This is an optimization exercise on Yosys and OpenROAD, whose aim is small area and a short achievable clock period, not a production implementation.
At most, simulation tests tie the RTL to the original design; equivalence was not proved.
Only the layout flow was run in runs 2 to 4; the RTL was not checked for function there.
No activity file was given, so power comes from the tool's default toggle rates.

===== flow/run.sh =====
#!/bin/bash
# synth_recipe.tcl (not shown) runs the flow's synth.tcl, then flattens the netlist and writes it again
# the make line also repeats each setting of config.mk as NAME=value (left out here)
make -C /OpenROAD-flow-scripts/flow DESIGN_CONFIG=/design/flow/config.mk WORK_HOME=/design/flow/orfs CLKGATE_MAP_FILE= SYNTH_SCRIPT=/design/flow/synth_recipe.tcl finish

===== flow/config.mk =====
export PLATFORM = sky130hd
export DESIGN_NAME = Processor
export DESIGN_NICKNAME = Processor
export VERILOG_FILES = /design/flow/design.v
export SDC_FILE = /design/flow/constraint.sdc
export NUM_CORES = 4
export LEC_CHECK = 0
export CAP_MARGIN = 20
export CORE_MARGIN = 2
export CORE_UTILIZATION = 50
export CTS_BUF_LIST = sky130_fd_sc_hd__clkbuf_8
export PLACE_DENSITY = 0.7
export SETUP_SLACK_MARGIN = 3.3
export SLEW_MARGIN = 20
export TNS_END_PERCENT = 10

===== flow/constraint.sdc =====
create_clock -name core_clock -period 6.5 [get_ports {clk}]
set_input_delay 1.3000 -clock core_clock [delete_from_list [all_inputs] [get_ports {clk}]]
set_output_delay 1.3000 -clock core_clock [all_outputs]
set_load 0.01 [all_outputs]

===== flow/design.v =====
`timescale 1ns / 1ps
module Processor(
    input wire clk,
    input wire reset,
    input wire [15:0] instruction,
    input wire [31:0] data_in,
    output reg [31:0] pc,
    output wire [9:0] addr,
    output wire [31:0] data_out
    );
function [31:0] rev32(input [31:0] x);
    integer n;
    begin
        for (n = 0; n < 32; n = n + 1) rev32[n] = x[31-n];
    end
endfunction
reg [15:0] i1;
reg [4:0]  op2;
reg [2:0]  a2;
reg [1:0]  c2;
reg [7:0]  v2;
reg        sub2, st2;
reg [31:0] opA, opB;
reg [31:0] res3;
reg [2:0]  d3;
reg        we3, l3;
reg [31:0] R [0:7];
wire isN   = (op2 == 5'd1);
wire isL   = (op2 == 5'd16);
wire isADD = (op2 == 5'd3);
wire isAND = (op2 == 5'd7);
wire isOR  = (op2 == 5'd8);
wire isXOR = (op2 == 5'd9);
wire isNAND= (op2 == 5'd10);
wire isNOR = (op2 == 5'd11);
wire isXNOR= (op2 == 5'd12);
wire isSHR = (op2 == 5'd13);
wire isSRA = (op2 == 5'd14);
wire isSHL = (op2 == 5'd15);
wire isLDC = (op2 == 5'd17);
wire isJA  = (op2 == 5'd19);
wire isJ0  = (op2 == 5'd20);
wire isJC1 = (op2 == 5'd21);
wire isJC2 = (op2 == 5'd22);
wire we    = (op2 >= 5'd3) && (op2 <= 5'd17);
wire [31:0] bb = opB ^ {32{sub2}};
wire [31:0] ap = opA ^ bb;
wire [31:0] ag = opA & bb;
reg [31:0] G [0:5];
reg [31:0] P [0:5];
integer l, i, j;
always @(*) begin
    G[0] = ag;
    P[0] = ap;
    G[0][0] = ag[0] | (ap[0] & sub2);
    for (l = 0; l < 5; l = l + 1) begin
        G[l+1] = G[l];
        P[l+1] = P[l];
        for (i = 0; i < 32; i = i + 1) begin
            if (i[l]) begin
                j = ((i >> l) << l) - 1;
                G[l+1][i] = G[l][i] | (P[l][i] & G[l][j]);
                P[l+1][i] = P[l][i] & P[l][j];
            end
        end
    end
end
wire [31:0] sum = ap ^ {G[5][30:0], sub2};
wire lu_g   = isAND | isOR | isNAND | isNOR;
wire lu_p   = isOR | isXOR | isNOR | isXNOR;
wire lu_inv = isNAND | isNOR | isXNOR;
wire [31:0] lu = (({32{lu_g}} & ag) | ({32{lu_p}} & ap)) ^ {32{lu_inv}};
wire fill = isSRA & opA[31];
wire [31:0] shin = isSHL ? rev32(opA) : opA;
wire [31:0] s0 = v2[0] ? {fill, shin[31:1]} : shin;
wire [31:0] s1 = v2[1] ? {{2{fill}}, s0[31:2]} : s0;
wire [31:0] s2 = v2[2] ? {{4{fill}}, s1[31:4]} : s1;
wire [31:0] s3 = v2[3] ? {{8{fill}}, s2[31:8]} : s2;
wire [31:0] s4 = v2[4] ? {{16{fill}}, s3[31:16]} : s3;
wire [31:0] sh = v2[5] ? {32{fill}} : s4;
wire nr = ~reset;
wire [31:0] ex_res =
      ({32{(isADD | sub2)}} & sum)
    | lu
    | ({32{(isSHR | isSRA)}} & sh)
    | ({32{isSHL}}  & rev32(sh))
    | ({32{isLDC}}  & {opA[31:8], v2});
reg cond_ok;
always @(*) begin
    case (c2)
        2'd0: cond_ok = opA[31];
        2'd1: cond_ok = ~opA[31];
        2'd2: cond_ok = (opA == 32'd0);
        default: cond_ok = (opA != 32'd0);
    endcase
end
wire update_pc = isJA | isJ0 | ((isJC1 | isJC2) & cond_ok);
wire [31:0] pc_new = ({32{isJA}} & opA) | ({32{isJC1}} & opB)
                   | ({32{isJC2}} & {26'd0, v2[5:0]});
assign addr     = {10{st2}} & opA[9:0];
assign data_out = {32{st2}} & opB;
wire [31:0] wb_val = l3 ? data_in : res3;
wire [1:0] cls = i1[15:14];
wire [4:0] f   = i1[13:9];
wire c_alu = (cls == 2'b01);
wire c_ls  = (cls == 2'b10);
wire c_j   = (cls == 2'b11);
wire shft  = (f == 5'd13) | (f == 5'd14) | (f == 5'd15);
wire [2:0] lk = i1[13:11];
wire [1:0] jk = i1[13:12];
wire T_alu2 = c_alu & ~shft;
reg [4:0] rop;
always @(*) begin
    rop = 5'd0;
    case (cls)
        2'b01:
            case (f)
                5'd3, 5'd4: rop = 5'd3;
                5'd5, 5'd6: rop = 5'd5;
                5'd1, 5'd7, 5'd8, 5'd9, 5'd10, 5'd11, 5'd12, 5'd13, 5'd14,
                5'd15, 5'd16, 5'd17, 5'd18, 5'd19, 5'd21, 5'd22: rop = f;
                5'd20: rop = 5'd19;
                default: rop = 5'd0;
            endcase
        2'b10:
            case (lk)
                3'd0: rop = 5'd16;
                3'd1: rop = 5'd17;
                3'd2: rop = 5'd18;
                default: rop = 5'd0;
            endcase
        2'b11:
            case (jk)
                2'd0: rop = 5'd19;
                2'd1: rop = 5'd20;
                2'd2: rop = i1[11] ? 5'd0 : 5'd21;
                default: rop = i1[11] ? 5'd0 : 5'd22;
            endcase
        default: rop = (f == 5'd1) ? 5'd1 : 5'd0;
    endcase
end
wire [2:0] raddr = c_alu ? i1[8:6] : c_ls ? i1[10:8] : 3'd0;
wire [1:0] rcond = c_j ? i1[10:9] : 2'd0;
wire [7:0] rval  = {c_ls ? i1[7:6] : 2'b00, T_alu2 ? 6'd0 : i1[5:0]};
function [2:0] srcA(input [15:0] w);
    begin
        if (w[15:14] == 2'b01)
            srcA = ((w[13:9] == 5'd13) | (w[13:9] == 5'd14) | (w[13:9] == 5'd15))
                   ? w[8:6] : w[5:3];
        else if (w[15:14] == 2'b10)
            srcA = w[10:8];
        else if (w[13:12] == 2'd0)
            srcA = w[2:0];
        else
            srcA = w[8:6];
    end
endfunction
function [4:0] hazard(input [15:0] w, input [2:0] a, input n2, input l2,
                      input [2:0] d, input n3, input l3);
    reg alu, sh, t_sh, t_alu2, t_1, t_2, ls, jp;
    reg ae86, ae53, ae108, ae20, aw86, aw53, aw108, aw20;
    reg mAe, mAw, mBe, mBw;
    begin
        alu = (w[15:14] == 2'b01);
        ls  = (w[15:14] == 2'b10);
        jp  = (w[15:14] == 2'b11);
        sh  = (w[13:9] == 5'd13) | (w[13:9] == 5'd14) | (w[13:9] == 5'd15);
        t_sh   = alu & sh;
        t_alu2 = alu & ~sh;
        t_1 = (ls & (w[13:11] == 3'd1)) | (jp & (w[13:12] == 2'd0))
            | (jp & (w[13:12] == 2'd3));
        t_2 = (ls & (w[13:11] == 3'd2)) | (jp & (w[13:12] == 2'd2));
        ae86 = (w[8:6] == a);  aw86 = (w[8:6] == d);
        ae53 = (w[5:3] == a);  aw53 = (w[5:3] == d);
        ae108 = (w[10:8] == a); aw108 = (w[10:8] == d);
        ae20 = (w[2:0] == a);  aw20 = (w[2:0] == d);
        if (alu) begin
            mAe = sh ? ae86 : ae53;
            mAw = sh ? aw86 : aw53;
        end else if (ls) begin
            mAe = ae108;
            mAw = aw108;
        end else if (w[13:12] == 2'd0) begin
            mAe = ae20;
            mAw = aw20;
        end else begin
            mAe = ae86;
            mAw = aw86;
        end
        mBe = ae20;
        mBw = aw20;
        hazard[4] = l2 & (((t_sh | t_1) & mAe) | (t_alu2 & (mAe | mBe))
                        | (t_2 & (mAe | (~mAw & mBe))));
        hazard[3] = ((t_sh | t_alu2) & mAe & ~n2) | ((t_1 | t_2) & mAe);
        hazard[2] = (t_alu2 & ~mAe & mBe & ~n2) | (t_2 & ~mAe & ~mAw & mBe);
        hazard[1] = (t_sh & ~mAe & mAw & (l3 | ~n2))
                  | (t_alu2 & ~mAe & ~mBe & mAw & (l3 | ~n3))
                  | ((t_1 | t_2) & ~mAe & mAw);
        hazard[0] = (t_alu2 & ~mAe & ~mBe & ~mAw & mBw & (l3 | ~n2))
                  | (t_2 & ~mAe & ~mAw & ~mBe & mBw);
    end
endfunction
reg [7:0] selA, selB;   
reg freeze, fAe, fBe, fAw, fBw;
wire [2:0] d3n = we ? a2 : 3'd0;
wire [4:0] hz_load = hazard(instruction, raddr, rop == 5'd1, rop == 5'd16,
                            d3n, isN, isL);
wire [4:0] hz_hold = hazard(i1, 3'd0, 1'b1, 1'b0, a2, 1'b0, 1'b1);
reg [31:0] rfA, rfB;
integer q;
always @(*) begin
    rfA = 32'd0; rfB = 32'd0;
    for (q = 0; q < 8; q = q + 1) begin
        rfA = rfA | ({32{selA[q]}} & R[q]);
        rfB = rfB | ({32{selB[q]}} & R[q]);
    end
end
wire [31:0] a_src = fAe ? ex_res : (fAw ? wb_val : rfA);
wire [31:0] b_src = fBe ? ex_res : (fBw ? wb_val : rfB);
wire kill = reset | update_pc;
always @(posedge clk) begin
    if (reset)
        pc <= 32'd0;
    else if (update_pc)
        pc <= pc_new;
    else if (!freeze)
        pc <= pc + 32'd1;
    if (kill)
        i1[15:9] <= 7'b0000001;
    else if (!freeze)
        i1[15:9] <= instruction[15:9];
    if (!freeze) begin
        i1[8:0] <= instruction[8:0];
        selA <= 8'd1 << srcA(instruction);
        selB <= 8'd1 << instruction[2:0];
    end
    if (kill)
        {freeze, fAe, fBe, fAw, fBw} <= 5'd0;
    else if (freeze)
        {freeze, fAe, fBe, fAw, fBw} <= hz_hold;
    else
        {freeze, fAe, fBe, fAw, fBw} <= hz_load;
    if (kill | freeze) begin
        op2  <= 5'd1;
        a2   <= 3'd0;
        sub2 <= 1'b0;
        st2  <= 1'b0;
    end else begin
        op2  <= rop;
        a2   <= raddr;
        sub2 <= (rop == 5'd5);
        st2  <= (rop == 5'd18);
    end
    c2  <= rcond;
    v2  <= rval;
    opA <= a_src;
    opB <= b_src;
    res3 <= ex_res;
    d3   <= a2;
    we3  <= we & ~reset;
    l3   <= isL;
end
integer k;
always @(posedge clk) begin
    if (reset) begin
        for (k = 0; k < 8; k = k + 1) R[k] <= 32'd0;
    end else if (we3) begin
        R[d3] <= wb_val;
    end
end
endmodule

==> key figures, run 1 <==
Yosys
  – Yosys Warn Count: 3
  – Synth Register Bits: 446
  – Top-count cell post-synth: nor2_1
  – Post-synth EDFFs: 281
  – Sequential share of the synthesized area: 43.9%
  – Async SR Flop Fraction: 0%
  – Commonest cells post-synth: nor2_1, a22oi_1, edfxtp_1, clkbuf_1, nand2_1
  – Syn Area/Cell: 9.46 µm²
  – Largest cells by area after synthesis: edfxtp_1, dfxtp_1, a22oi_1, nor2_1, clkbuf_1
  – Post-Syn Instances: 2,824
  – Top_reg_cell synth: edfxtp_1
  – Post-synthesis cell type count: 90
  – Syn_nets: 2,912
  – Synth area leader: edfxtp_1
  – Synth top area share: 31.6%
  – Mapped Area: 26,700 µm²

STA
  – Max Clock Freq: 280 MHz
  – Final Hold Vio Count: 0
  – Actual slew at the worst max-slew pin: 1.19 ns
  – Minimum clock period: 3.57 ns
  – Final hold slack: 0.566 ns
  – Slew Limit Fails: 0
  – Final Cycle Share: 54.9%
  – Clock Skews: 0.0535 ns
  – Final Setup Violations: 0
  – Setup tns final: 0 ns
  – RSZ-0062 raised after global routing: true
  – Slew headroom: 20.7%

Detailed routing
  – Antenna Violating Nets Remaining: 0
  – Pre-antenna DRT Iters: 8
  – Residual DRC: 0
  – Total routed wirelength: 117,000 µm
  – Initial DRC count: 3,643
  – Vias: 26,100
  – Via density: 7.14
  – Drt wl/cell: 32.0 µm

Cells and area
  – Total Nets Final: 2,988
  – Layout cells sized above 1: 12.1%
  – Post-Route Utilization: 58.4%
  – Layout area overhead: 15.1%

Power and ir drop
  – Seq pwr share: 44.7%
  – P_sw: 2820 µW
  – Comb pwr share: 23.3%
  – Max VDD drop: 0.266 mV
  – Switching share of power: 35.2%
  – Static Leak: 0.0108 µW
  – PD cells: 260 nW/µm²
  – Clk pwr share: 32.0%
  – Cell Int Power: 5190 µW

Clock network
  – Root Buffer: clkbuf_8
  – Total CTS buffers: 75
  – Clk sinks: 446
  – Clk pin slew, worst setup/hold paths: 0.06 ns
  – H-tree depth: 3
  – Hold_buf cts: 0
  – Clock Path Buffers: 3
  – Clk Latency, worst-skew pair: 0.70 ns
  – CTS tree: yes

Worst setup path
  – Slowest cell delay on critical path: 0.73 ns
  – Crit path arrival time: 4.16 ns
  – Worst setup SP type: register
  – Critical path's slowest cell: a211oi_1
  – Req. time, crit path: 7.09 ns
  – CP Cell Sequence: buf_4, inv_1, buf_4, nor2_1, a22o_1, o41ai_1, a211oi_1, a21oi_1, o21ai_0
  – WS Path Type: register to register
  – CP Max Fanout: 26
  – CP endpoint kind: register
  – CP most frequent cell: buf_4

Floorplan
  – Placement row count: 84
  – Area of the core: 52,700 µm²
  – DIE WIDTH: 235 µm
  – Die area: 55,300 µm²
  – Die Span Y: 235 µm
  – Initial Util: 50.8%
  – I/O pin count: 124

Job
  – Max-cap viol count: 0

Global route
  – Total gr overflow: 0
  – Vias in the first global route: 25,300
  – First-pass GRT wire length: 170,000 µm
  – Initial antenna violation count: 3
  – Largest net degree at the start of global routing: 65
  – Overall Global Routing Usage: 41.1%

Placement
  – Port Buf Inserts: 123
  – Hpwl dp: 79,100 µm
  – GPL Wtd Cong: 1.06

Hold path
  – Hold WC Path Type: register to register

Outcome
  – Status: no timing/DRC/antenna violations
cell type report:
class / count / area [µm²]
Fill cell: 4586 / 21900
Multi-Input combinational cell: 2076 / 14200
Sequential cell: 446 / 11800
Timing Repair Buffer: 227 / 2110
Clock buffer: 77 / 1060
Tap cell: 688 / 861
Clock inverter: 62 / 434
Inverter: 74 / 280
Antenna cell: 2 / 5.00
flip-flops by register name (all words and copies together) (netlist names), 3 cells and up:
name and cells:
v2 8, pc 32, op2 5, selA 8
d3 3, selB 8, a2 3, i1 16
R 256, opB 32, opA 32, res3 32
path summary, 6_finish.rpt:
kind / start / endpoint / slack, ns / depth (start not counted)
max: v2[1]$_SDFF_PP0_ / opA[8]$_DFF_P_ / 2.93 / 9
min: i1[2]$_DFFE_PN_ / v2[2]$_SDFF_PP0_ / 0.57 / 1
max reg2reg: v2[1]$_SDFF_PP0_ / opA[8]$_DFF_P_ / 2.93 / 9
min reg2reg: i1[2]$_DFFE_PN_ / v2[2]$_SDFF_PP0_ / 0.57 / 1
per-layer routing:
metal  vias up  wire length (µm)  global-route usage [%]  share of wire (%)
li1      10900                 -                       -                  -
met5         -                13                       0              0.011
met3       564             13900                    10.1                 12
met1     12600             44300                    54.4                 38
met2      1981             50800                    61.1                 43
met4         2              7810                    24.3                6.7
what timing repair did:
action                     4_1_cts  5_1_grt
setup endpoints to repair      317      339
resized for setup               98       18
pin swaps                       13        4
buffers inserted                31        1
gates cloned                     2        1
worst max-delay path, delay by kind of cell, from the launching register on:
kind	cells	cell delay (ns)
AND/OR/NAND/NOR	1	0.53
AO/OA/AOI/OAI	5	1.62
buffers and inverters	3	1.00
flip-flops	1	0.33
logic make-up (layout without fill, tap and decap cells):
logic type,count (synthesis),in the layout,share of synthesized area [%]
buf+inv,303,440,4.50
flops,446,446,43.9
compound gates,857,857,23.3
fa+ha+maj,38,38,1.92
xor+xnor,144,144,4.72
mux,93,93,4.88
other cells,0,2,0
simple gates,943,944,16.8
metrics by stage:
step | setup slack [ns] | power (µW) | area, µm² | std cells
2_1_floorplan | 3.31 | 4530 | 26800 | 2824
3_3_place_gp | 2.02 | 5300 | 28500 | 3476
3_5_place_dp | 1.94 | 5300 | 28500 | 3476
4_1_cts | 2.91 | 7910 | 30700 | 3648
5_1_grt | 2.88 | 8240 | 30700 | 3650
6_report | 2.93 | 8010 | 30800 | 3652
power groups by stage:
stage / combinational [µW] / clock, µW / sequential, µW
CTS: 1780 / 2570 / 3550
global route: 1970 / 2700 / 3570
detailed placement: 1690 / 0 / 3610
global placement: 1690 / 0 / 3610
finish: 1870 / 2560 / 3580
floorplan: 1160 / 0 / 3360
cell usage in the layout, fill, tap and decap left out, types with 37 or more instances in the layout:
cell | netlist | final
buf_4 | 6 | 93
a22oi_1 | 299 | 299
xor2_1 | 80 | 77
xnor2_1 | 64 | 64
nor3_1 | 58 | 54
a221oi_1 | 37 | 37
a211oi_1 | 81 | 68
o21ai_0 | 99 | 87
o211ai_1 | 73 | 73
and2_1 | 70 | 70
mux2i_1 | 55 | 51
a21oi_1 | 77 | 74
nand2_1 | 168 | 168
nand3_1 | 48 | 48
dfxtp_1 | 165 | 139
clkdlybuf4s50_1 | 0 | 123
nor2_1 | 373 | 371
inv_1 | 71 | 103
nand4_1 | 82 | 82
edfxtp_1 | 281 | 281
clkbuf_8 | 0 | 77
==> run 2: changes to the inputs <==
--- a/flow/design.v
+++ b/flow/design.v
@@ -43,7 +43,7 @@
 wire isJC1 = (op2 == 5'd21);
 wire isJC2 = (op2 == 5'd22);
 wire we    = (op2 >= 5'd3) && (op2 <= 5'd17);
-wire [31:0] bb = opB ^ {32{sub2}};
+wire [31:0] bb = opB;    
 wire [31:0] ap = opA ^ bb;
 wire [31:0] ag = opA & bb;
 reg [31:0] G [0:5];
@@ -254,7 +254,7 @@
     c2  <= rcond;
     v2  <= rval;
     opA <= a_src;
-    opB <= b_src;
+    opB <= b_src ^ {32{rop == 5'd5}};
     res3 <= ex_res;
     d3   <= a2;
     we3  <= we & ~reset;
--- a/flow/config.mk
+++ b/flow/config.mk
@@ -10,6 +10,5 @@
 export CORE_UTILIZATION = 50
 export CTS_BUF_LIST = sky130_fd_sc_hd__clkbuf_8
 export PLACE_DENSITY = 0.7
-export SETUP_SLACK_MARGIN = 3.3
+export SETUP_SLACK_MARGIN = 3.0
 export SLEW_MARGIN = 20
-export TNS_END_PERCENT = 10
==> run 2 against run 1 <==
- wire length about the same
- global-route usage increased by 0.91 points
- first-iteration DRC count grew 0.14%
- hold slack improved by 0.0059 ns
- critical path type unchanged
- still clean on timing, DRC and antenna
- clock power about the same
==> key figures, run 2 <==
STA
  – RSZ-0062 raised after global routing: true
  – Clock Skews: 0.0274 ns
  – Actual slew at the worst max-slew pin: 1.24 ns
  – Final Setup Violations: 0
  – Final hold slack: 0.572 ns
  – Final Hold Vio Count: 0
  – Slew Limit Fails: 0
  – Slew headroom: 17.2%
  – Setup tns final: 0 ns
  – Max Clock Freq: 285 MHz
  – Final Cycle Share: 54.1%
  – Minimum clock period: 3.51 ns
  – Final worst setup slack: 2.99 ns

Worst setup path
  – Req. time, crit path: 7.10 ns
  – CP Max Fanout: 8
  – Worst setup SP type: register
  – Critical path's slowest cell: dfxtp_1
  – CP Cell Sequence: ha_1, inv_1, nor4b_2, o311ai_1, buf_4, a31oi_4, a211oi_1, o211ai_1, a21oi_2, buf_4, a21oi_1, xor2_1
  – Slowest cell delay on critical path: 0.76 ns
  – CP endpoint kind: register
  – Crit path arrival time: 4.11 ns
  – Worst path bufs/invs: 3
  – WS Path Type: register to register
  – CP most frequent cell: buf_4
  – Crit path max-delay family: compound AO/OA/AOI/OAI gates

Cells and area
  – Area of the multi-input gates: 14,100 µm²
  – Layout area overhead: 15.8%
  – Layout cells sized above 1: 14.5%
  – Total Nets Final: 2,961
  – Biggest register: R
  – Commonest non-fill, non-tap cell in the layout: nor2_1
  – Flip-flop and latch area: 11,800 µm²
  – # fillers: 4,514
  – Most frequent cells in the layout: nor2_1, a22oi_1, edfxtp_1
  – Final cell count without fillers: 3,619
  – Largest register FFs: 256

Placement
  – Placed cell count: 3,434
  – GPL Wtd Cong: 1.06
  – Hpwl dp: 75,400 µm
  – Port Buf Inserts: 123
  – Pre-CTS WS: 1.81 ns

Job
  – Max-cap viol count: 0

Floorplan
  – Area of the core: 52,300 µm²
  – Initial Util: 50.5%
  – I/O pin count: 124
  – Placement row count: 84
  – Die area: 54,700 µm²
  – DIE WIDTH: 234 µm
  – Die Span Y: 234 µm

Detailed routing
  – Residual DRC: 0
  – Vias: 25,100
  – Total routed wirelength: 117,000 µm
  – Antenna Violating Nets Remaining: 0
  – Drt wl/cell: 32.3 µm
  – Via density: 6.94
  – Initial DRC count: 3,648
  – Pre-antenna DRT Iters: 6

Yosys
  – Synth Register Bits: 446
  – Top_reg_cell synth: edfxtp_1
  – Largest cells by area after synthesis: edfxtp_1, dfxtp_1, a22oi_1, nor2_1, mux4_2
  – Synth area leader: edfxtp_1
  – Syn_nets: 2,857
  – Synth Area in Simple Gates: 16.9%
  – Syn Area/Cell: 9.54 µm²
  – Post-synth EDFFs: 281
  – Synth top area share: 31.9%
  – Sequential share of the synthesized area: 44.5%
  – Top-count cell post-synth: nor2_1
  – Post-Syn Instances: 2,768
  – Mapped Area: 26,400 µm²
  – Yosys Warn Count: 3
  – Commonest cells post-synth: nor2_1, a22oi_1, edfxtp_1, clkbuf_1, a21oi_1
  – Post-Synth Adder-Cell Area: 2.02%
  – Xor/xnor share of the synthesized area: 4.84%
  – Mux share of post-synthesis cell area: 7.16%
  – Compound-Gate Fraction of Synth Area: 20.6%
  – Post-synthesis cell type count: 89
  – Largest family of logic cells by synthesized area: compound AO/OA/AOI/OAI gates
  – Async SR Flop Fraction: 0%

Clock network
  – Total CTS buffers: 79
  – CTS tree: yes
  – Root Buffer: clkbuf_8
  – Clk pin slew, worst setup/hold paths: 0.06 ns
  – H-tree depth: 3
  – Clock Path Buffers: 3
  – Clk sinks: 446
  – Clk Latency, worst-skew pair: 0.70 ns

Global route
  – Largest net degree at the start of global routing: 67
  – Overall Global Routing Usage: 42.0%
  – Vias in the first global route: 23,800
  – Total gr overflow: 0
  – Initial antenna violation count: 3
  – First-pass GRT wire length: 165,000 µm

Power and ir drop
  – Static Leak: 0.0107 µW
  – Overall power: 8420 µW
  – Max VDD drop: 0.227 mV
  – PD cells: 275 nW/µm²

Outcome
  – Status: no timing/DRC/antenna violations

Hold path
  – Hold WC Path Type: register to register
## run 2: through the flow
stage / util, % / area, µm²
after floorplan: - / 26400
after detailed placement: 54.0 / 28200
after CTS: 57.8 / 30200
final: 58.4 / 30600
after global placement: 53.9 / 28200
after global routing: 58.4 / 30600
## run 2: repair_timing
item | CTS | global route
resized for setup | 87 | 42
cloned | 1 | 0
endpoints found under the setup margin | 101 | 44
hold buffers | 0 | 0
pin swaps | 15 | 22
buffers inserted | 25 | 18
## run 2: final timing paths
path              startpoint                to  slack (ns)  depth (start not counted)
max          opA[20]$_DFF_P_   opB[28]$_DFF_P_        2.99                         12
min          i1[2]$_DFFE_PN_  v2[2]$_SDFF_PP0_        0.57                          1
max reg2reg  opA[20]$_DFF_P_   opB[28]$_DFF_P_        2.99                         12
min reg2reg  i1[2]$_DFFE_PN_  v2[2]$_SDFF_PP0_        0.57                          1
## run 2: power by group
group / internal, µW / switching, µW / total, µW
clock network: 1310 / 1250 / 2550
logic: 817 / 1440 / 2260
registers: 3210 / 398 / 3610
total: 5330 / 3090 / 8420
## run 2: cells by family after synthesis
family	count (synthesis)
mux	122
fa+ha+maj	39
simple gates	958
compound gates	781
xor+xnor	146
flops	446
buf+inv	276
## run 2: layout make-up
| class | instances | share of cell area, % |
|---|---|---|
| inverters | 62 | 0.782 |
| clock inverters | 50 | 0.913 |
| repair buffers | 236 | 6.86 |
| clock buffers | 89 | 4.01 |
| flip-flops and latches | 446 | 38.6 |
| multi-input cells | 2047 | 46.0 |
| well taps | 688 | 2.82 |
| diodes | 1 | 0.00818 |
## run 2: per-layer routing
metal  vias up  global-route usage (%)  share of wire (%)
li1      10700                       -                  -
met1     12100                    55.6                 38
met2      1888                    62.8                 43
met3       457                    11.0                 13
met4         4                    23.2                6.4
met5         -                       0              0.022
==> run 3: changes to the inputs <==
--- a/flow/config.mk
+++ b/flow/config.mk
@@ -10,5 +10,5 @@
 export CORE_UTILIZATION = 50
 export CTS_BUF_LIST = sky130_fd_sc_hd__clkbuf_8
 export PLACE_DENSITY = 0.7
-export SETUP_SLACK_MARGIN = 3.0
+export SETUP_SLACK_MARGIN = 2.8
 export SLEW_MARGIN = 20
==> run 3 against run 2 <==
- worst setup slack lost 0.21 ns
- critical path depth shrank 2
- non-clock buffer count shrank 25
- flip-flop and latch count is the same
- largest cell class unchanged
- synthesized cell count is the same
- die area is the same
- global-route usage is essentially flat
- via count shrank 0.92%
- design area shrank 1.0%
- critical path type unchanged
- first-iteration DRC count shrank 0.90%
==> key figures, run 3 <==
Job
  – Max-cap viol count: 0

Worst setup path
  – Crit path arrival time: 4.33 ns
  – CP Max Fanout: 8
  – CP endpoint kind: register
  – Worst path bufs/invs: 0
  – Req. time, crit path: 7.10 ns
  – Critical path's slowest cell: dfxtp_1
  – Slowest cell delay on critical path: 0.72 ns
  – Crit path max-delay family: compound AO/OA/AOI/OAI gates
  – WS Path Type: register to register
  – CP Cell Sequence: ha_1, a21oi_1, o21ai_0, a311o_1, a2bb2oi_1, nand3_1, o211ai_1, a21oi_2, a21oi_1, xor2_1
  – Worst setup SP type: register
  – CP most frequent cell: a21oi_1

Placement
  – GPL Wtd Cong: 1.06
  – Placed cell areas: 28,200 µm²
  – Pre-CTS WS: 1.81 ns
  – Hpwl dp: 75,400 µm
  – Port Buf Inserts: 123

STA
  – Slew Limit Fails: 0
  – Setup tns final: 0 ns
  – Minimum clock period: 3.73 ns
  – Final Hold Vio Count: 0
  – Clock Skews: 0.0290 ns
  – Slew headroom: 20.4%
  – Final Setup Violations: 0
  – Actual slew at the worst max-slew pin: 1.19 ns
  – Max Clock Freq: 268 MHz
  – Final worst setup slack: 2.77 ns
  – Final Cycle Share: 57.3%
  – RSZ-0062 raised after global routing: true

Floorplan
  – Area of the core: 52,300 µm²
  – Die Span Y: 234 µm
  – Die area: 54,700 µm²
  – DIE WIDTH: 234 µm
  – Placement row count: 84
  – I/O pin count: 124
  – Initial Util: 50.5%

Detailed routing
  – Total routed wirelength: 116,000 µm
  – Drt wl/cell: 32.3 µm
  – Via density: 6.92
  – Vias: 24,900
  – Initial DRC count: 3,615
  – Antenna Violating Nets Remaining: 0
  – Pre-antenna DRT Iters: 9
  – Residual DRC: 0

Yosys
  – Synth area leader: edfxtp_1
  – Top_reg_cell synth: edfxtp_1
  – Post-synthesis cell type count: 89
  – Commonest cells post-synth: nor2_1, a22oi_1, edfxtp_1, clkbuf_1, a21oi_1
  – Mapped Area: 26,400 µm²
  – Synth Register Bits: 446
  – Syn_nets: 2,857
  – Yosys Warn Count: 3
  – Post-synth EDFFs: 281
  – Post-Syn Instances: 2,768
  – Largest cells by area after synthesis: edfxtp_1, dfxtp_1, a22oi_1, nor2_1, mux4_2
  – Sequential share of the synthesized area: 44.5%
  – Synth top area share: 31.9%
  – Top-count cell post-synth: nor2_1
  – Async SR Flop Fraction: 0%
  – Syn Area/Cell: 9.54 µm²

Global route
  – Met2 track demand over resource: 62.3%
  – M1 GR Usage: 55.6%
  – Initial antenna violation count: 2
  – Vias in the first global route: 23,600
  – Largest net degree at the start of global routing: 67
  – Busiest grt layer: met2
  – First-pass GRT wire length: 165,000 µm
  – Grt met3 use: 11.4%
  – Total gr overflow: 0
  – Overall Global Routing Usage: 42.0%

Cells and area
  – Biggest register: R
  – Most frequent cells in the layout: nor2_1, a22oi_1, edfxtp_1
  – Total Nets Final: 2,936
  – # fillers: 4,548
  – Largest register FFs: 256
  – Commonest non-fill, non-tap cell in the layout: nor2_1
  – Design Area, Final: 30,300 µm²
  – Layout area overhead: 14.6%
  – Layout cells sized above 1: 12.8%

Clock network
  – Hold_buf cts: 0
  – Root Buffer: clkbuf_8
  – H-tree depth: 3
  – Clock Path Buffers: 3
  – Clk pin slew, worst setup/hold paths: 0.06 ns
  – Clk Latency, worst-skew pair: 0.70 ns
  – CTS tree: yes
  – Clk sinks: 446
  – Total CTS buffers: 79

Hold path
  – Hold WC Path Type: register to register

Power and ir drop
  – PD cells: 276 nW/µm²
  – Static Leak: 0.0106 µW
  – Max VDD drop: 0.230 mV

Outcome
  – Status: no timing/DRC/antenna violations
run 3: changes by cell type in the layout (fill, tap and decap cells not counted), moves of 2 or more:
cell / delta
buf_4: -23
dfxtp_1: +7
ha_1: +5
dfxtp_4: -4
dfxtp_2: -3
ha_4: -3
mux4_1: +3
mux4_2: -3
a2111oi_2: -2
buf_6: -2
diode_2: +2
ha_2: -2
nor3_1: +2
run 3: through the flow:
stage / hold WS [ns] / total power [µW] / util, % / instances
global route: 0.576 / 8560 / 57.8 / 3593
detailed placement: 0.567 / 5620 / 54.0 / 3434
CTS: 0.559 / 8200 / 57.4 / 3584
finish: 0.575 / 8350 / 57.8 / 3596
global placement: 0.552 / 5610 / 53.9 / 3433
floorplan: 0.329 / 4700 / - / 2768
run 3: worst paths after layout:
| check | end | startpoint | depth (start not counted) | slack, ns |
|---|---|---|---|---|
| hold / removal | d3[0]$_DFF_P_ | a2[0]$_SDFF_PP0_ | 0 | 0.57 |
| setup reg to reg | opB[28]$_DFF_P_ | opA[23]$_DFF_P_ | 10 | 2.77 |
| setup / recovery | opB[28]$_DFF_P_ | opA[23]$_DFF_P_ | 10 | 2.77 |
| hold reg to reg | d3[0]$_DFF_P_ | a2[0]$_SDFF_PP0_ | 0 | 0.57 |
run 3: cell families (layout without fill, tap and decap cells):
kind of cell / Yosys count / in the layout / synth area share, %
AO/OA/AOI/OAI: 781 / 781 / 20.6
XOR/XNOR: 146 / 146 / 4.84
adder cells (fa/ha/maj): 39 / 39 / 2.02
buffers and inverters: 276 / 412 / 4.05
flip-flops: 446 / 446 / 44.5
multiplexers: 122 / 122 / 7.16
other: 0 / 3 / 0
AND/OR/NAND/NOR: 958 / 959 / 16.9
run 3: cell type report:
class	instances	area, µm²	share of cell area, %
inverters	62	234	0.773
clock inverters	50	279	0.922
clock buffers	89	1220	4.05
repair buffers	211	1900	6.29
well taps	688	861	2.84
diodes	3	7.51	0.0248
multi-input cells	2047	14000	46.1
flip-flops and latches	446	11800	39.0
run 3: per-layer routing:
metal / part of all wire (%) / vias to the layer above
met2: 43 / 1899
met4: 6.2 / 4
met3: 13 / 429
met1: 38 / 12000
li1: - / 10600
met5: 0.022 / -
run 3: power by group:
group,internal [µW],switching (µW)
clock,1310,1250
sequential,3210,397
combinational,773,1420
total,5290,3060
run 3: worst register-to-register path, stage by stage, from the launching register on:
cell	delay [ns]
dfxtp_1	0.72
ha_1	0.45
a21oi_1	0.16
o21ai_0	0.27
a311o_1	0.50
a2bb2oi_1	0.38
nand3_1	0.12
o211ai_1	0.45
a21oi_2	0.17
a21oi_1	0.24
xor2_1	0.16
run 3: repair_timing:
item | 4_1_cts | 5_1_grt
setup buffers | 10 | 8
endpoints found under the setup margin | 95 | 37
resized for setup | 50 | 39
cloned | 1 | 0
pin swaps | 6 | 9
==> run 4: changes to the inputs <==
--- a/flow/config.mk
+++ b/flow/config.mk
@@ -10,5 +10,5 @@
 export CORE_UTILIZATION = 50
 export CTS_BUF_LIST = sky130_fd_sc_hd__clkbuf_8
 export PLACE_DENSITY = 0.7
-export SETUP_SLACK_MARGIN = 2.8
+export SETUP_SLACK_MARGIN = 3.2
 export SLEW_MARGIN = 20
==> run 4 against run 3 <==
- power up 2.3%
- clock skew up 0.025 ns
- sequential power about the same
- hold slack worse by 0.048 ns
- final cell count up 1.9%
- sequential share of layout area down 1.4 points
- count of clock-buffer cells in the layout down 4
- highest routed layer unchanged
==> key figures, run 4 <==
Detailed routing
  – Via density: 6.98
  – Pre-antenna DRT Iters: 8
  – Initial DRC count: 3,538
  – Residual DRC: 0
  – Vias: 25,600
  – Drt wl/cell: 31.9 µm
  – Total routed wirelength: 117,000 µm
  – Antenna Violating Nets Remaining: 0

Clock network
  – Clk sinks: 446
  – Hold_buf cts: 0
  – Root Buffer: clkbuf_8
  – H-tree depth: 3
  – Clk pin slew, worst setup/hold paths: 0.07 ns
  – Clk Latency, worst-skew pair: 0.71 ns
  – Clock Path Buffers: 3
  – Total CTS buffers: 76
  – CTS tree: yes

Yosys
  – Post-Synth Adder-Cell Area: 2.02%
  – Synth area leader: edfxtp_1
  – Top-count cell post-synth: nor2_1
  – Synth top area share: 31.9%
  – Sequential share of the synthesized area: 44.5%
  – Post-synth EDFFs: 281
  – Mux share of post-synthesis cell area: 7.16%
  – Top_reg_cell synth: edfxtp_1
  – Synth Register Bits: 446
  – Synth Area in Simple Gates: 16.9%
  – Xor/xnor share of the synthesized area: 4.84%
  – Largest family of logic cells by synthesized area: compound AO/OA/AOI/OAI gates
  – Post-synthesis cell type count: 89
  – Largest cells by area after synthesis: edfxtp_1, dfxtp_1, a22oi_1, nor2_1, mux4_2
  – Commonest cells post-synth: nor2_1, a22oi_1, edfxtp_1, clkbuf_1, a21oi_1
  – Async SR Flop Fraction: 0%
  – Compound-Gate Fraction of Synth Area: 20.6%
  – Yosys Warn Count: 3
  – Syn_nets: 2,857
  – Syn Area/Cell: 9.54 µm²
  – Mapped Area: 26,400 µm²
  – Post-Syn Instances: 2,768

Cells and area
  – Commonest non-fill, non-tap cell in the layout: nor2_1
  – Total Nets Final: 3,008
  – Biggest register: R
  – Design Area, Final: 31,400 µm²
  – Largest register FFs: 256
  – Layout cells sized above 1: 17.0%
  – Most frequent cells in the layout: nor2_1, a22oi_1, edfxtp_1
  – Layout area overhead: 18.9%
  – Post-Route Utilization: 60.0%

Hold path
  – Hold endpoint: v2[1]$_SDFF_PP0_
  – WHS Path Cells: 1
  – Hold WC Path Type: register to register
  – Min-delay src: i1[1]$_DFFE_PN_

Worst setup path
  – Critical R2R Launch: op2[4]$_SDFF_PP0_
  – WS Path Type: register to register
  – R2R Setup Slk: 3.07 ns
  – CP Max Fanout: 7
  – CP endpoint kind: register
  – R2r endpoint: opB[21]$_DFF_P_
  – Crit path arrival time: 3.97 ns
  – Req. time, crit path: 7.04 ns
  – R2R depth: 11
  – Worst setup SP type: register

Outcome
  – Status: no timing/DRC/antenna violations

STA
  – Final hold slack: 0.527 ns
  – RSZ-0062 raised after global routing: true
  – Final Hold Vio Count: 0
  – Max Clock Freq: 291 MHz
  – Actual slew at the worst max-slew pin: 1.19 ns
  – Final Cycle Share: 52.8%
  – Setup tns final: 0 ns
  – Final Setup Violations: 0
  – Slew headroom: 20.8%
  – Final worst setup slack: 3.07 ns
  – Minimum clock period: 3.43 ns
  – Clock Skews: 0.0542 ns
  – Slew Limit Fails: 0

Placement
  – GPL Wtd Cong: 1.05
  – Port Buf Inserts: 123
  – Hpwl dp: 76,200 µm
  – Placed cell areas: 28,300 µm²
  – Pre-CTS WS: 2.08 ns

Global route
  – Largest net degree at the start of global routing: 66
  – Total gr overflow: 0
  – Vias in the first global route: 24,200
  – First-pass GRT wire length: 166,000 µm
  – Initial antenna violation count: 6
  – Overall Global Routing Usage: 41.9%

Floorplan
  – Initial Util: 50.5%
  – Die area: 54,700 µm²
  – Die Span Y: 234 µm
  – Placement row count: 84
  – DIE WIDTH: 234 µm
  – I/O pin count: 124
  – Area of the core: 52,300 µm²

Power and ir drop
  – Max VDD drop: 0.187 mV
  – PD cells: 272 nW/µm²
  – Static Leak: 0.0113 µW

Job
  – Max-cap viol count: 0
[run 4: final cells by class]
type                            count  area [µm²]
Fill cell                        4488       20900
Multi-Input combinational cell   2046       14300
Sequential cell                   446       11800
Timing Repair Buffer              287        2680
Clock buffer                       85        1170
Tap cell                          688         861
Clock inverter                     49         317
Inverter                           62         241
Antenna cell                        2        5.00
[run 4: metrics by stage]
stage / total power [µW] / std cells
after floorplan: 4700 / 2768
after global placement: 5600 / 3434
after detailed placement: 5600 / 3434
after CTS: 8250 / 3602
after global routing: 8760 / 3664
final: 8540 / 3665
[run 4: what timing repair did]
item / 4_1_cts / 5_1_grt
pin swaps: 20 / 48
gates cloned: 2 / 2
buffers inserted: 32 / 57
resized for setup: 151 / 78
setup endpoints to repair: 149 / 66
[run 4: cells by family after synthesis]
| family | after synthesis |
|---|---|
| AO/OA/AOI/OAI | 781 |
| XOR/XNOR | 146 |
| adder cells (fa/ha/maj) | 39 |
| buffers and inverters | 276 |
| flip-flops | 446 |
| multiplexers | 122 |
| AND/OR/NAND/NOR | 958 |
[run 4: how the worst max path moves through the flow]
| stage | from | slack (ns) | endpoint | depth (start not counted) |
|---|---|---|---|---|
| floorplan | opA[0]$_DFF_P_ | 3.23 | opB[17]$_DFF_P_ | 13 |
| global placement | opA[0]$_DFF_P_ | 2.08 | opB[28]$_DFF_P_ | 12 |
| detailed placement | op2[1]$_SDFF_PP0_ | 2.08 | opB[10]$_DFF_P_ | 9 |
| CTS | sub2$_SDFF_PP0_ | 3.07 | opB[17]$_DFF_P_ | 14 |
| global route | sub2$_SDFF_PP0_ | 2.98 | opB[17]$_DFF_P_ | 14 |
| finish | op2[4]$_SDFF_PP0_ | 3.07 | opB[21]$_DFF_P_ | 11 |
[run 4: power breakdown]
part           switching (µW)  internal, µW
combinational            1490           895
clock                    1240          1320
sequential                381          3210
total                    3110          5430
[run 4: critical path, cell delays in order, from the launching register on]
cell	delay, ns
dfxtp_4	0.37
and4b_4	0.39
nand2_8	0.09
buf_12	0.14
mux4_2	0.48
mux4_2	0.57
o21ai_2	0.21
buf_4	0.13
a211oi_2	0.05
or4_4	0.59
a21oi_2	0.16
xnor2_1	0.08
[run 4: per-layer routing]
metal / vias to the layer above / routed length, µm / global-route usage [%]
met5: - / 41 / 0
met3: 466 / 14800 / 9.58
met4: 6 / 7850 / 24.8
met1: 12300 / 43500 / 55.3
li1: 10700 / - / -
met2: 2092 / 50600 / 63.1
==> run 5: changes to the inputs <==
--- a/flow/design.v
+++ b/flow/design.v
@@ -43,7 +43,7 @@
 wire isJC1 = (op2 == 5'd21);
 wire isJC2 = (op2 == 5'd22);
 wire we    = (op2 >= 5'd3) && (op2 <= 5'd17);
-wire [31:0] bb = opB;    
+wire [31:0] bb = opB ^ {32{sub2}};
 wire [31:0] ap = opA ^ bb;
 wire [31:0] ag = opA & bb;
 reg [31:0] G [0:5];
@@ -254,7 +254,7 @@
     c2  <= rcond;
     v2  <= rval;
     opA <= a_src;
-    opB <= b_src ^ {32{rop == 5'd5}};
+    opB <= b_src;
     res3 <= ex_res;
     d3   <= a2;
     we3  <= we & ~reset;
==> flow/config.mk (replaced) <==
export PLATFORM = sky130hd
export DESIGN_NAME = Processor
export DESIGN_NICKNAME = Processor
export VERILOG_FILES = /design/flow/design.v
export SDC_FILE = /design/flow/constraint.sdc
export NUM_CORES = 4
export LEC_CHECK = 0
export CAP_MARGIN = 20
export CORE_MARGIN = 2
export CORE_UTILIZATION = 40
export PLACE_DENSITY = 0.6
export SETUP_SLACK_MARGIN = 3.0
export SLEW_MARGIN = 20
==> run 5 against run 4 <==
- die area increased by 26%
- flip-flop and latch count did not move
- clock power is 13% higher
- highest routed layer unchanged
- wire length up 2.8%
- count of clock-buffer cells in the layout fell by 18
==> key figures, run 5 <==
Outcome
  – Status: no timing/DRC/antenna violations

Yosys
  – Top-count cell post-synth: nor2_1
  – Synth Register Bits: 446
  – Synth top area share: 31.6%
  – Post-synth EDFFs: 281
  – Post-synthesis cell type count: 90
  – Synth area leader: edfxtp_1
  – Async SR Flop Fraction: 0%
  – Yosys Warn Count: 3
  – Commonest cells post-synth: nor2_1, a22oi_1, edfxtp_1, clkbuf_1, nand2_1
  – Sequential share of the synthesized area: 43.9%
  – Syn_nets: 2,912
  – Largest cells by area after synthesis: edfxtp_1, dfxtp_1, a22oi_1, nor2_1, clkbuf_1
  – Top_reg_cell synth: edfxtp_1
  – Syn Area/Cell: 9.46 µm²
  – Mapped Area: 26,700 µm²
  – Post-Syn Instances: 2,824

Cells and area
  – Total Nets Final: 2,967
  – Most frequent cells in the layout: nor2_1, a22oi_1, edfxtp_1
  – Area of the multi-input gates: 14,400 µm²
  – Biggest register: R
  – Layout cells sized above 1: 12.7%
  – Largest register FFs: 256
  – Flip-flop and latch area: 11,800 µm²
  – Design Area, Final: 31,400 µm²
  – Layout area overhead: 17.4%
  – # fillers: 6,154
  – Commonest non-fill, non-tap cell in the layout: nor2_1

Placement
  – Port Buf Inserts: 123
  – GPL Wtd Cong: 1.05
  – Placed cell areas: 28,800 µm²
  – Hpwl dp: 80,400 µm

Worst setup path
  – Crit path max-delay family: compound AO/OA/AOI/OAI gates
  – CP Max Fanout: 2
  – Crit path arrival time: 4.06 ns
  – Worst setup SP type: register
  – Setup crit start: opB[0]$_DFF_P_
  – R2R Setup Slk: 2.89 ns
  – Worst path bufs/invs: 2
  – R2r endpoint: opB[9]$_DFF_P_
  – R2R depth: 13
  – Req. time, crit path: 6.95 ns
  – CP endpoint kind: register
  – WS Path Type: register to register
  – CP Cell Sequence: mux2_4, fa_2, a211oi_4, o21ai_2, nor3_2, buf_4, nor2_2, fa_2, xor2_2, a221o_1, a311oi_4, buf_4, o21ai_4
  – Critical R2R Launch: opB[0]$_DFF_P_
  – Critical path's slowest cell: a311oi_4
  – Slowest cell delay on critical path: 0.47 ns

Floorplan
  – DIE WIDTH: 262 µm
  – Die area: 68,900 µm²
  – I/O pin count: 124
  – Die Span Y: 262 µm
  – Placement row count: 94
  – Area of the core: 66,000 µm²
  – Initial Util: 40.5%

Hold path
  – Min-delay src: i1[1]$_DFFE_PN_
  – Hold WC Path Type: register to register
  – WHS Path Cells: 1
  – Hold endpoint: v2[1]$_SDFF_PP0_

Clock network
  – Clk sinks: 446
  – Clock Path Buffers: 3
  – H-tree depth: 2
  – Clk Latency, worst-skew pair: 0.61 ns
  – Hold_buf cts: 0
  – Root Buffer: clkbuf_16
  – Clk pin slew, worst setup/hold paths: 0.07 ns
  – Total CTS buffers: 48
  – CTS tree: yes

Global route
  – Largest net degree at the start of global routing: 66
  – Overall Global Routing Usage: 33.4%
  – Initial antenna violation count: 9
  – Vias in the first global route: 25,000
  – Total gr overflow: 0
  – First-pass GRT wire length: 172,000 µm

Power and ir drop
  – Seq pwr share: 42.5%
  – Clk pwr share: 34.2%
  – Cell Int Power: 5610 µW
  – Switching share of power: 33.7%
  – Static Leak: 0.0108 µW
  – PD cells: 270 nW/µm²
  – Comb pwr share: 23.4%
  – Max VDD drop: 0.171 mV
  – P_sw: 2860 µW

STA
  – Minimum clock period: 3.61 ns
  – Slew headroom: 21.8%
  – Final Cycle Share: 55.5%
  – Actual slew at the worst max-slew pin: 1.17 ns
  – Final Hold Vio Count: 0
  – Clock Skews: 0.0258 ns
  – Final Setup Violations: 0
  – Max Clock Freq: 277 MHz
  – RSZ-0062 raised after global routing: true
  – Setup tns final: 0 ns
  – Slew Limit Fails: 0

Detailed routing
  – Drt wl/cell: 31.7 µm
  – Total routed wirelength: 120,000 µm
  – Antenna Violating Nets Remaining: 0
  – Initial DRC count: 3,751
  – Vias: 25,800
  – Pre-antenna DRT Iters: 6
  – Via density: 6.82
  – Residual DRC: 0

Job
  – Max-cap viol count: 0
## run 5: cell types whose count changed after synthesis, sizes merged, moves of 18 or more
| cell | change |
|---|---|
| nor3 | +18 |
| nor2 | -94 |
| o211ai | +66 |
| nand2 | +36 |
| mux4 | -23 |
| o21ai | +42 |
| a21oi | -91 |
| a221oi | +24 |
## run 5: layer usage
| metal | GRT usage (%) | part of all wire, % | vias up |
|---|---|---|---|
| li1 | - | - | 10900 |
| met1 | 43.4 | 38 | 12700 |
| met2 | 51.8 | 44 | 1865 |
| met3 | 7.20 | 11 | 415 |
| met4 | 18.3 | 6.0 | 12 |
| met5 | 0 | 0.084 | - |
## run 5: worst max path at each step
stage | endpoint | slack [ns] | cells after the start
global route | opB[17]$_DFF_P_ | 2.85 | 14
detailed placement | opB[9]$_DFF_P_ | 1.40 | 11
global placement | opB[9]$_DFF_P_ | 1.11 | 11
floorplan | opA[17]$_DFF_P_ | 3.08 | 14
CTS | opA[9]$_DFF_P_ | 2.83 | 13
finish | opB[9]$_DFF_P_ | 2.89 | 13
## run 5: area by class of cell
class,instances,area share (%)
Antenna cell,2,0.0160
Clock buffer,67,4.32
Clock inverter,23,0.953
Inverter,74,0.886
Multi-Input combinational cell,2076,45.9
Sequential cell,446,37.6
Tap cell,864,3.45
Timing Repair Buffer,233,6.82
## run 5: cells by family (layout without fill, tap and decap cells)
logic type | Yosys count | count (layout) | synth area share (%)
buffers and inverters | 303 | 397 | 4.50
XOR/XNOR | 144 | 144 | 4.72
flip-flops | 446 | 446 | 43.9
multiplexers | 93 | 93 | 4.88
AND/OR/NAND/NOR | 943 | 944 | 16.8
adder cells (fa/ha/maj) | 38 | 38 | 1.92
other | 0 | 2 | 0
AO/OA/AOI/OAI | 857 | 857 | 23.3
## run 5: power groups by stage
stage	combinational [µW]	clock, µW	sequential, µW
floorplan	1160	0	3360
global placement	1730	0	3630
detailed placement	1730	0	3620
CTS	1820	2920	3560
global route	2070	3020	3590
finish	1980	2900	3600
## run 5: timing repair
action,CTS,global route
setup buffers,16,15
gates cloned,0,2
pin swaps,22,31
endpoints found under the setup margin,273,68
resized for setup,87,77
## run 5: stage by stage
stage	power (µW)	hold slack, ns	instances	setup WS, ns	util, %
2_1_floorplan	4520	0.329	2824	3.08	-
3_3_place_gp	5350	0.541	3659	1.11	43.6
3_5_place_dp	5360	0.552	3660	1.40	43.6
4_1_cts	8310	0.556	3766	2.83	46.8
5_1_grt	8680	0.596	3783	2.85	47.5
6_report	8470	0.557	3785	2.89	47.5
==> run 6: changes to the inputs <==
--- a/flow/design.v
+++ b/flow/design.v
@@ -43,7 +43,7 @@
 wire isJC1 = (op2 == 5'd21);
 wire isJC2 = (op2 == 5'd22);
 wire we    = (op2 >= 5'd3) && (op2 <= 5'd17);
-wire [31:0] bb = opB ^ {32{sub2}};
+wire [31:0] bb = opB;    
 wire [31:0] ap = opA ^ bb;
 wire [31:0] ag = opA & bb;
 reg [31:0] G [0:5];
@@ -203,9 +203,14 @@
 reg [7:0] selA, selB;   
 reg freeze, fAe, fBe, fAw, fBw;
 wire [2:0] d3n = we ? a2 : 3'd0;
-wire [4:0] hz_load = hazard(instruction, raddr, rop == 5'd1, rop == 5'd16,
-                            d3n, isN, isL);
-wire [4:0] hz_hold = hazard(i1, 3'd0, 1'b1, 1'b0, a2, 1'b0, 1'b1);
+wire [15:0] hz_w  = freeze ? i1 : instruction;
+wire [2:0]  hz_a  = freeze ? 3'd0 : raddr;
+wire        hz_n2 = freeze | (rop == 5'd1);
+wire        hz_l2 = ~freeze & (rop == 5'd16);
+wire [2:0]  hz_d  = freeze ? a2 : d3n;
+wire        hz_n3 = ~freeze & isN;
+wire        hz_l3 = freeze | isL;
+wire [4:0]  hz_one = hazard(hz_w, hz_a, hz_n2, hz_l2, hz_d, hz_n3, hz_l3);
 reg [31:0] rfA, rfB;
 integer q;
 always @(*) begin
@@ -236,10 +241,8 @@
     end
     if (kill)
         {freeze, fAe, fBe, fAw, fBw} <= 5'd0;
-    else if (freeze)
-        {freeze, fAe, fBe, fAw, fBw} <= hz_hold;
     else
-        {freeze, fAe, fBe, fAw, fBw} <= hz_load;
+        {freeze, fAe, fBe, fAw, fBw} <= hz_one;
     if (kill | freeze) begin
         op2  <= 5'd1;
         a2   <= 3'd0;
@@ -254,7 +257,7 @@
     c2  <= rcond;
     v2  <= rval;
     opA <= a_src;
-    opB <= b_src;
+    opB <= b_src ^ {32{rop == 5'd5}};
     res3 <= ex_res;
     d3   <= a2;
     we3  <= we & ~reset;
--- a/flow/config.mk
+++ b/flow/config.mk
@@ -7,7 +7,8 @@
 export LEC_CHECK = 0
 export CAP_MARGIN = 20
 export CORE_MARGIN = 2
-export CORE_UTILIZATION = 40
-export PLACE_DENSITY = 0.6
+export CORE_UTILIZATION = 50
+export CTS_BUF_LIST = sky130_fd_sc_hd__clkbuf_8
+export PLACE_DENSITY = 0.7
 export SETUP_SLACK_MARGIN = 3.0
 export SLEW_MARGIN = 20
==> run 6 against run 5 <==
- still clean on timing, DRC and antenna
- utilization rose by 11 points
- count of clock-buffer cells in the layout rose by 17
- fmax rose by 3.7%
- global-route usage rose by 5.9 points
- design area fell by 2.2%
- final cell count fell by 2.8%
- combinational power rose by 9%
- die area fell by 20%
- critical endpoint is now fBe$_SDFF_PP0_
==> key figures, run 6 <==
Outcome
  – Status: no timing/DRC/antenna violations

Yosys
  – Syn Area/Cell: 9.38 µm²
  – Synth Area in Simple Gates: 17.9%
  – Mapped Area: 26,700 µm²
  – Largest cells by area after synthesis: edfxtp_1, dfxtp_1, a22oi_1, nor2_1, mux2i_1
  – Async SR Flop Fraction: 0%
  – Xor/xnor share of the synthesized area: 3.97%
  – Commonest cells post-synth: nor2_1, a22oi_1, edfxtp_1, clkbuf_1, nand2_1
  – Mux share of post-synthesis cell area: 6.17%
  – Yosys Warn Count: 3
  – Synth Register Bits: 446
  – Sequential share of the synthesized area: 44.0%
  – Synth area leader: edfxtp_1
  – Post-Syn Instances: 2,845
  – Post-synthesis cell type count: 89
  – Synth top area share: 31.6%
  – Post-synth EDFFs: 281
  – Syn_nets: 2,934
  – Top_reg_cell synth: edfxtp_1
  – Post-Synth Adder-Cell Area: 2.04%
  – Compound-Gate Fraction of Synth Area: 21.8%
  – Largest family of logic cells by synthesized area: compound AO/OA/AOI/OAI gates
  – Top-count cell post-synth: nor2_1

STA
  – Final Setup Violations: 0
  – Final Hold Vio Count: 0
  – Max Clock Freq: 288 MHz
  – Clock Skews: 0.0503 ns
  – Actual slew at the worst max-slew pin: 1.15 ns
  – RSZ-0062 raised after global routing: true
  – Slew Limit Fails: 0
  – Final Cycle Share: 53.5%
  – Slew headroom: 21.3%
  – Minimum clock period: 3.48 ns
  – Setup tns final: 0 ns

Power and ir drop
  – Comb pwr share: 25.7%
  – Cell Int Power: 5370 µW
  – Max VDD drop: 0.182 mV
  – Clk pwr share: 32.1%
  – Seq pwr share: 42.2%
  – Static Leak: 0.0106 µW
  – PD cells: 274 nW/µm²
  – Switching share of power: 36.1%
  – P_sw: 3030 µW

Cells and area
  – Layout cells sized above 1: 12.5%
  – Commonest non-fill, non-tap cell in the layout: nor2_1
  – Post-Route Utilization: 58.3%
  – # fillers: 4,525
  – Biggest register: R
  – Largest register FFs: 256
  – Most frequent cells in the layout: nor2_1, a22oi_1, edfxtp_1
  – Layout area overhead: 15.0%
  – Total Nets Final: 3,014

Worst setup path
  – CP Max Fanout: 7
  – Req. time, crit path: 7.08 ns
  – Crit path arrival time: 4.06 ns
  – Worst setup SP type: primary input
  – R2R Setup Slk: 3.06 ns
  – WS Path Type: primary input to register
  – CP endpoint kind: register

Global route
  – Largest net degree at the start of global routing: 68
  – Total gr overflow: 0
  – Overall Global Routing Usage: 39.3%
  – Initial antenna violation count: 2
  – Vias in the first global route: 24,300
  – First-pass GRT wire length: 163,000 µm

Floorplan
  – Placement row count: 84
  – Initial Util: 50.7%
  – Die Span Y: 235 µm
  – Die area: 55,200 µm²
  – DIE WIDTH: 235 µm
  – Area of the core: 52,700 µm²
  – I/O pin count: 124

Detailed routing
  – Residual DRC: 0
  – Total routed wirelength: 112,000 µm
  – Vias: 25,600
  – Initial DRC count: 3,660
  – Antenna Violating Nets Remaining: 0
  – Via density: 6.96
  – Drt wl/cell: 30.6 µm
  – Pre-antenna DRT Iters: 6

Placement
  – GPL Wtd Cong: 1.06
  – Hpwl dp: 74,800 µm
  – Port Buf Inserts: 123

Job
  – Max-cap viol count: 0

Clock network
  – H-tree depth: 3
  – Clk Latency, worst-skew pair: 0.69 ns
  – Hold_buf cts: 0
  – Root Buffer: clkbuf_8
  – Total CTS buffers: 76
  – Clk sinks: 446
  – CTS tree: yes
  – Clk pin slew, worst setup/hold paths: 0.06 ns
  – Clock Path Buffers: 3

Hold path
  – Hold WC Path Type: register to register
==> run 6: changes by cell type in the layout (fill, tap and decap cells not counted), sizes merged, moves of 22 or more <==
cell,delta
mux2i,+24
xor2,-41
o211ai,-45
buf,-22
nor3,-24
nor2,+85
a22oi,+32
a21oi,+58
a221oi,-28
==> run 6: cell type report <==
type | count | area [µm²] | area share (%)
flip-flops and latches | 446 | 11800 | 38.5
inverters | 60 | 229 | 0.746
clock buffers | 84 | 1160 | 3.77
diodes | 2 | 5.00 | 0.0163
well taps | 688 | 861 | 2.81
repair buffers | 211 | 1910 | 6.21
multi-input cells | 2130 | 14300 | 46.5
clock inverters | 57 | 455 | 1.48
==> run 6: cell families (layout without fill, tap and decap cells) <==
group | after synthesis | in the layout
other cells | 0 | 2
fa+ha+maj | 40 | 40
xor+xnor | 121 | 121
simple gates | 1012 | 1015
flops | 446 | 446
compound gates | 831 | 831
mux | 123 | 123
buf+inv | 272 | 412
==> run 6: power by group through the flow <==
stage	clock [µW]	combinational (µW)	sequential [µW]
finish	2700	2160	3540
global route	2820	2250	3540
CTS	2710	2000	3510
detailed placement	0	1960	3560
global placement	0	1950	3560
floorplan	0	1240	3390
==> run 6: routing by layer <==
metal  track usage (%)  up-vias  wire length [µm]  part of all wire (%)
li1                  -    10900                 -                     -
met1              51.7    12100             41400                    37
met2              59.1     2040             48500                    43
met3              8.93      488             14200                    13
met4              23.5        0              8380                   7.5
met5                 0        -                 0                     0
==> run 6: worst paths after layout <==
path                    startpoint         endpoint  depth (start not counted)
setup / recovery    instruction[8]   fBe$_SDFF_PP0_                         10
hold / removal    a2[1]$_SDFF_PP0_    d3[1]$_DFF_P_                          0
setup reg to reg   opB[17]$_DFF_P_  opB[31]$_DFF_P_                          9
hold reg to reg   a2[1]$_SDFF_PP0_    d3[1]$_DFF_P_                          0
==> run 6: timing repair <==
action                                  CTS  global route
gates cloned                              2             1
setup buffers                             4            13
pin swaps                                 6            16
endpoints found under the setup margin  137           122
gates resized for setup                  49            58
==> run 6: worst max-delay path, cell delays in order <==
cell             delay [ns]
clkdlybuf4s50_1        0.55
mux2i_2                0.43
nor2_1                 0.11
a22o_1                 0.25
a32oi_1                0.18
a211oi_1               0.07
or4_1                  0.56
nor4_1                 0.37
a21oi_1                0.08
nor3_1                 0.15
==> run 6: per-stage QoR <==
step                instance area, µm²  hold slack [ns]  power (µW)  setup WS [ns]  instances
floorplan                        26700            0.329        4630           3.28       2845
global placement                 28500            0.430        5510           2.09       3514
detailed placement               28500            0.428        5520           2.10       3514
CTS                              30300            0.440        8210           3.00       3661
global route                     30700            0.459        8600           2.96       3678
finish                           30700            0.430        8400           3.02       3678
==> run 7: changes to the inputs <==
--- a/flow/config.mk
+++ b/flow/config.mk
@@ -9,6 +9,8 @@
 export CORE_MARGIN = 2
 export CORE_UTILIZATION = 50
 export CTS_BUF_LIST = sky130_fd_sc_hd__clkbuf_8
+export CTS_CLUSTER_DIAMETER = 60
+export CTS_CLUSTER_SIZE = 13
 export PLACE_DENSITY = 0.7
-export SETUP_SLACK_MARGIN = 3.0
+export SETUP_SLACK_MARGIN = 3.1
 export SLEW_MARGIN = 20
==> run 7 against run 6 <==
- count of clock-buffer cells in the layout down 39
- worst setup slack better by 0.012 ns
- fmax up 0.36%
- final cell count down 1.5%
- critical endpoint is now opB[28]$_DFF_P_
- sequential power about the same
- critical path depth down 3
- first-iteration DRC count down 1.6%
- flip-flop and latch count unchanged
- sequential share of layout area up 0.90 points
- clock skew down 0.021 ns
- still clean on timing, DRC and antenna
- non-clock buffer count up 7
- largest power group unchanged
==> key figures, run 7 <==
Detailed routing
  – Met2 wire length: 48,300 µm
  – Met1 wire length: 41,500 µm
  – Total routed wirelength: 112,000 µm
  – Via density: 7.06
  – Vias: 25,600
  – Wire length on met3: 14,200 µm
  – Antenna Violating Nets Remaining: 0
  – Drt wl/cell: 31.0 µm
  – Pre-antenna DRT Iters: 8
  – Initial DRC count: 3,602
  – Residual DRC: 0
  – DR top layer: met4

Worst setup path
  – Slowest cell delay on critical path: 0.81 ns
  – CP endpoint kind: register
  – Critical path's slowest cell: dfxtp_1
  – CP Max Fanout: 9
  – WS Path Type: register to register
  – CP Cell Sequence: inv_1, mux4_2, a222oi_1, buf_4, o2111ai_1, a41oi_1, xnor2_1
  – Worst setup SP type: register
  – Crit path arrival time: 3.98 ns
  – Req. time, crit path: 7.02 ns

Clock network
  – Clk pin slew, worst setup/hold paths: 0.09 ns
  – Clk Latency, worst-skew pair: 0.65 ns
  – Clock Path Buffers: 3
  – Clk sinks: 446
  – Total CTS buffers: 43
  – CTS tree: yes
  – H-tree depth: 2
  – Root Buffer: clkbuf_8

Hold path
  – Hold WC Path Type: register to register

Placement
  – Port Buf Inserts: 123
  – Placed cell count: 3,514
  – GPL Wtd Cong: 1.06
  – Hpwl dp: 74,800 µm

Outcome
  – Status: no timing/DRC/antenna violations

STA
  – Actual slew at the worst max-slew pin: 1.12 ns
  – Final Hold Vio Count: 0
  – Final Setup Violations: 0
  – Final Cycle Share: 53.3%
  – Slew Limit Fails: 0
  – Minimum clock period: 3.46 ns
  – Clock Skews: 0.0298 ns
  – Setup tns final: 0 ns
  – Max Clock Freq: 289 MHz
  – RSZ-0062 raised after global routing: true
  – Slew headroom: 23.0%

Yosys
  – Syn_nets: 2,934
  – Synth area leader: edfxtp_1
  – Post-synth EDFFs: 281
  – Largest cells by area after synthesis: edfxtp_1, dfxtp_1, a22oi_1, nor2_1, mux2i_1
  – Syn Area/Cell: 9.38 µm²
  – Post-synthesis cell type count: 89
  – Post-Syn Instances: 2,845
  – Mapped Area: 26,700 µm²
  – Synth Register Bits: 446
  – Yosys Warn Count: 3
  – Top-count cell post-synth: nor2_1
  – Async SR Flop Fraction: 0%
  – Top_reg_cell synth: edfxtp_1
  – Synth top area share: 31.6%
  – Commonest cells post-synth: nor2_1, a22oi_1, edfxtp_1, clkbuf_1, nand2_1
  – Sequential share of the synthesized area: 44.0%

Power and ir drop
  – Static Leak: 0.0102 µW
  – Max VDD drop: 0.202 mV
  – PD cells: 246 nW/µm²

Floorplan
  – Die Span Y: 235 µm
  – Die area: 55,200 µm²
  – Area of the core: 52,700 µm²
  – Placement row count: 84
  – Initial Util: 50.7%
  – I/O pin count: 124
  – DIE WIDTH: 235 µm

Global route
  – First-pass GRT wire length: 162,000 µm
  – Overall Global Routing Usage: 39.0%
  – Total gr overflow: 0
  – Initial antenna violation count: 3
  – Largest net degree at the start of global routing: 68
  – Vias in the first global route: 24,000

Cells and area
  – Largest register FFs: 256
  – Biggest register: R
  – Layout cells sized above 1: 11.4%
  – Total Nets Final: 2,988
  – Flip-flop and latch area: 11,800 µm²
  – # fillers: 4,599
  – Layout area overhead: 12.5%
  – Most frequent cells in the layout: nor2_1, a22oi_1, edfxtp_1
  – Area of the multi-input gates: 14,300 µm²
  – Commonest non-fill, non-tap cell in the layout: nor2_1
  – Final cell count without fillers: 3,621

Job
  – Max-cap viol count: 0
## run 7: worst max-delay path, delay by kind of cell, from the launching register on
kind                   cells  cell delay [ns]
flip-flops                 1             0.81
multiplexers               1             0.54
AO/OA/AOI/OAI              3             1.53
buffers and inverters      2             0.38
XOR/XNOR                   1             0.08
## run 7: cell families (layout without fill, tap and decap cells)
| group | after synthesis | count (layout) | share of synthesized area (%) |
|---|---|---|---|
| flip-flops | 446 | 446 | 44.0 |
| multiplexers | 123 | 123 | 6.17 |
| adder cells (fa/ha/maj) | 40 | 40 | 2.04 |
| buffers and inverters | 272 | 354 | 4.09 |
| AND/OR/NAND/NOR | 1012 | 1015 | 17.9 |
| XOR/XNOR | 121 | 121 | 3.97 |
| other | 0 | 3 | 0 |
| AO/OA/AOI/OAI | 831 | 831 | 21.8 |
## run 7: final timing paths
check              startpoint  cells past startpoint  slack [ns]         endpoint
max           opA[27]$_DFF_P_                      7        3.04  opB[28]$_DFF_P_
min          a2[1]$_SDFF_PP0_                      0        0.44    d3[1]$_DFF_P_
max reg2reg   opA[27]$_DFF_P_                      7        3.04  opB[28]$_DFF_P_
min reg2reg  a2[1]$_SDFF_PP0_                      0        0.44    d3[1]$_DFF_P_
## run 7: cell type report
cell class	count	share of cell area (%)
Clock buffer	45	2.06
Multi-Input combinational cell	2130	47.8
Antenna cell	3	0.0250
Tap cell	688	2.87
Clock inverter	31	0.525
Inverter	60	0.763
Sequential cell	446	39.4
Timing Repair Buffer	218	6.59
## run 7: per-layer routing
| layer | vias to the layer above | track usage [%] |
|---|---|---|
| met5 | - | 0 |
| met1 | 12200 | 51.8 |
| met4 | 0 | 22.8 |
| li1 | 10800 | - |
| met2 | 2054 | 58.7 |
| met3 | 476 | 8.69 |
## run 7: power by group
| part | leakage [µW] | switching, µW | total, µW | internal, µW |
|---|---|---|---|---|
| combinational | 0.00547 | 1430 | 2180 | 745 |
| sequential | 0.00430 | 342 | 3540 | 3190 |
| clock | 0.000472 | 1020 | 1680 | 658 |
| total | 0.0102 | 2800 | 7400 | 4600 |
## run 7: through the flow
stage	hold slack (ns)	setup slack, ns	utilization (%)	total power [µW]	cell area (µm²)
4_1_cts	0.439	3.03	56.2	7190	29600
6_report	0.437	3.04	57.0	7400	30000
3_5_place_dp	0.428	2.10	54.1	5520	28500
3_3_place_gp	0.430	2.09	54.1	5510	28500
5_1_grt	0.469	2.97	57.0	7570	30000
2_1_floorplan	0.329	3.28	-	4630	26700
## run 7: repair_timing
action | in CTS | in global routing
gates resized for setup | 65 | 73
hold buffers | 0 | 0
cloned | 2 | 1
pin swaps | 8 | 18
endpoints found under the setup margin | 139 | 235
setup buffers | 11 | 14

[static timing again, ports no longer ideal]
How much do the figures lean on ideal ports? The routed layouts below were timed once more, with nothing changed but the port constraints. Step 1 sets driving cells, clkbuf_16 on the clock port and buf_2 on the other inputs (assumed; they add their load-dependent delay and slew). Step 2 moves the port delays by t, midway between the first and last clock arrival at a register: inputs arrive t later, outputs are due t later. That takes back most of the time a late clock gives input paths. Slacks: ideal ports / drivers / drivers and shift; pairs: ideal ports / drivers.
run	shift t [ns]	setup WS [ns]	worst setup path at the end	slew at the worst register clock pin (ns)
run 1	0.736	2.930 / 2.930 / 2.283	input to register	0.07 / 0.07
run 2	0.749	2.986 / 2.961 / 2.501	input to register	0.07 / 0.07
run 3	0.746	2.775 / 2.775 / 2.295	input to register	0.07 / 0.07
run 4	0.745	3.069 / 3.069 / 2.583	input to register	0.07 / 0.07
run 5	0.663	2.893 / 2.893 / 2.543	input to register	0.07 / 0.07
run 6	0.726	3.023 / 3.037 / 2.326	input to register	0.07 / 0.07
run 7	0.696	3.035 / 3.035 / 2.374	input to register	0.10 / 0.10
After both steps setup and hold are still met in every run listed. For run 6, which loses most, drivers alone change the setup slack by +0.014 ns; drivers and shift together by -0.697 ns.
